Source: an optimization exercise on an open RTL-to-GDS flow (aim: small area). Production flows keep margins and buffers that such runs may drop.
In this exercise RTL edits were held to simulation tests only and were not proved equivalent to the original.
The flow treats the clock pin as an ideal source. Dropping or thinning the clock tree relies on that and would not hold on a real chip.
No activity file was given, so power comes from the tool's default toggle rates.

job 8788:
// card_flip_game_top
module card_flip_game_top (
    input wire clk,            
    input wire reset,          
    input wire up_btn,
    input wire down_btn,
    input wire left_btn,
    input wire right_btn,
    input wire select_btn,
    output wire hsync,
    output wire vsync,
    output wire [3:0] red,
    output wire [3:0] green,
    output wire [3:0] blue,
    output wire [6:0] seg_display,
    output wire [3:0] seg_select,
    output wire uart_tx
);
    wire [3:0] cursor_pos;
    wire [15:0] card_states;
    wire [7:0] move_count_d;
    wire game_won;
    wire game_won_d;
    wire card_matched;
    game_logic game_controller (
        .clk(clk),
        .reset(reset),
        .up_btn(up_btn),
        .down_btn(down_btn),
        .left_btn(left_btn),
        .right_btn(right_btn),
        .select_btn(select_btn),
        .cursor_pos(cursor_pos),
        .card_states(card_states),
        .move_count_d(move_count_d),
        .game_won(game_won),
        .game_won_d(game_won_d),
        .card_matched(card_matched)
    );
    vga_display display (
        .clk(clk),
        .reset(reset),
        .card_states(card_states),
        .cursor_pos(cursor_pos),
        .hsync(hsync),
        .vsync(vsync),
        .red(red),
        .green(green),
        .blue(blue)
    );
    seven_segment_driver seg_driver (
        .move_count_d(move_count_d[3:0]),
        .game_won_d(game_won_d),
        .seg_display(seg_display),
        .seg_select(seg_select)
    );
    uart_logger game_logger (
        .clk(clk),
        .reset(reset),
        .card_pos(cursor_pos),
        .card_flipped(select_btn),
        .card_matched(card_matched),
        .game_won(game_won),
        .move_count(move_count_d),
        .uart_tx(uart_tx)
    );
endmodule
For scale: about 390 cells after synthesis, roughly 78 flip-flops, ~33 I/O pins, about 3500 um^2 of cells after synthesis.
Settings: LEC_CHECK=0, CAP_MARGIN=20, CORE_MARGIN=2, CORE_UTILIZATION=60, SLEW_MARGIN=20; clock period 10.0 ns.
standard.sh (not shown) runs the stock make flow with config.mk's settings and CLKGATE_MAP_FILE= SYNTH_SCRIPT=/design/flow/synth_recipe.tcl, a recipe that flattens the netlist after the stock synthesis.
==> flow/flow/run.sh <==
#!/bin/bash
# Layout flow: the standard ORFS flow (standard.sh) with
#  - synthesis: synth_recipe.tcl, but abc maps with an area script and no
#    adder cells (same registers, names and cell types);
#  - 1x buffers on the ports;
#  - a one-level clock tree: CTS_NBUF clock buffers fed by the clock port,
#    each driving one cluster of registers, built before global placement
#    (flow/gpl_hook.tcl, flow/clock_tree.tcl) and sized after placement
#    (flow/cts_hook.tcl).
# Each tool's output goes to standard_flow.log here (ORFS's own logs are
# under orfs/logs).
set -euo pipefail
F=$PWD/flow
export FLOW_ABC_SCRIPT=$F/area.script
export CTS_NBUF=${CTS_NBUF:-4}
export CTS_MASTER=${CTS_MASTER:-sky130_fd_sc_hd__clkbuf_8}
export CTS_SIZES=${CTS_SIZES:-"sky130_fd_sc_hd__clkbuf_8 sky130_fd_sc_hd__buf_8 sky130_fd_sc_hd__buf_12 sky130_fd_sc_hd__clkbuf_16"}
export CTS_SLEW_NS=${CTS_SLEW_NS:-0.105}
bash standard.sh \
  "SYNTH_SCRIPT=$F/synth_area.tcl" \
  "ADDER_MAP_FILE=" \
  "BUFFER_PORTS_ARGS=-buffer_cell sky130_fd_sc_hd__buf_1" \
  "PRE_GLOBAL_PLACE_TCL=$F/gpl_hook.tcl" \
  "PRE_CTS_TCL=$F/cts_hook.tcl" \
  finish > standard_flow.log 2>&1
==> flow/flow/cts_hook.tcl <==
# PRE_CTS hook: the clock tree was built before global placement
# (flow/gpl_hook.tcl), so clock_tree_synthesis only propagates the clock
# and sizes each clock buffer: the smallest of CTS_SIZES whose output slew,
# estimated from the placement, is under CTS_SLEW_NS.
rename clock_tree_synthesis orfs_clock_tree_synthesis
proc clock_tree_synthesis {args} {
  set_propagated_clock [all_clocks]
  estimate_parasitics -placement
  foreach inst [get_cells clkbuf_leaf_*] {
    foreach m $::env(CTS_SIZES) {
      replace_cell $inst $m
      estimate_parasitics -placement
      set out [get_pins -of_objects $inst -filter "direction==output"]
      set s [get_property $out slew_max]
      if {$s < $::env(CTS_SLEW_NS)} { break }
    }
    puts "clock buffer [get_property $inst name]: $m, estimated slew $s"
  }
}
Other scripts of this flow, unchanged in this note and not shown: flow/flow/area.script, flow/flow/clock_tree.tcl, flow/flow/gpl_hook.tcl, flow/flow/synth_area.tcl
Modified inputs, job 7474 compared to job 8788
--- a/flow/flow/run.sh
+++ b/flow/flow/run.sh
@@ -6,6 +6,5 @@
 #  - a one-level clock tree: CTS_NBUF clock buffers fed by the clock port,
 #    each driving one cluster of registers, built before global placement
-#    (flow/gpl_hook.tcl, flow/clock_tree.tcl) and sized after placement
-#    (flow/cts_hook.tcl).
+#    (flow/gpl_hook.tcl, flow/clock_tree.tcl, flow/cts_hook.tcl).
 # Each tool's output goes to standard_flow.log here (ORFS's own logs are
 # under orfs/logs).
@@ -15,6 +14,4 @@
 export CTS_NBUF=${CTS_NBUF:-4}
 export CTS_MASTER=${CTS_MASTER:-sky130_fd_sc_hd__clkbuf_8}
-export CTS_SIZES=${CTS_SIZES:-"sky130_fd_sc_hd__clkbuf_8 sky130_fd_sc_hd__buf_8 sky130_fd_sc_hd__buf_12 sky130_fd_sc_hd__clkbuf_16"}
-export CTS_SLEW_NS=${CTS_SLEW_NS:-0.105}
 bash standard.sh \
   "SYNTH_SCRIPT=$F/synth_area.tcl" \
==> flow/flow/cts_hook.tcl <==
# PRE_CTS hook: the clock tree was built before global placement
# (flow/gpl_hook.tcl), so clock_tree_synthesis only propagates the clock.
rename clock_tree_synthesis orfs_clock_tree_synthesis
proc clock_tree_synthesis {args} {
  set_propagated_clock [all_clocks]
}
==> comparison <==
- Side by side, layout overhead on the synthesized area turned out lower in job 7474 than in job 8788.
- The run showing the smaller worst setup slack is job 7474.
- ~same first-pass GRT wire length in job 8788 and job 7474
- From job 8788 to job 7474 the numbers moved as follows: cell area went down 14 um^2, internal power of the cells went down 3.8%, transition time at the pin with the least slew margin went down 0.012 ns.
- Job 7474 -> job 8788: critical-path maximum fanout delta 0, exact match
- Job 7474 vs job 8788 on fmax: job 7474 is the lower one.
- Of job 8788 and job 7474, the run reporting the lower part of the total power dissipated in combinational logic was job 8788.
- The final wirelength on job 8788 is in line with that on job 7474.
- Between job 8788 and job 7474, fraction of power consumed by the clock network is lower for job 7474, job 8788 comes in above that.
No run of this note takes its clock network from TritonCTS; it comes from the design's own scripts or RTL.

[afterwards: timing with drivers on the ports]
How much do the figures lean on ideal ports? The routed layouts below were timed once more, with nothing changed but the port constraints. Step 1 sets driving cells, clkbuf_16 on the clock port and buf_2 on the other inputs (assumed; they add their load-dependent delay and slew). Step 2 adds t to the input delays and takes it off the output delays; t is the mean of the earliest and latest rising clock arrival at the registers after step 1. Input paths then give back, and output paths get back, about the clock's delay inside the block. Three values: ideal, step 1, step 2; two values: the first two.
run | shift t [ns] | setup slack, ns | cell pins on the clock port's net
job 8788 | 0.203 | 5.930 / 5.861 / 6.064 | 4
job 7474 | 0.216 | 5.899 / 5.845 / 6.061 | 4
After both steps setup and hold are still met in every run listed.
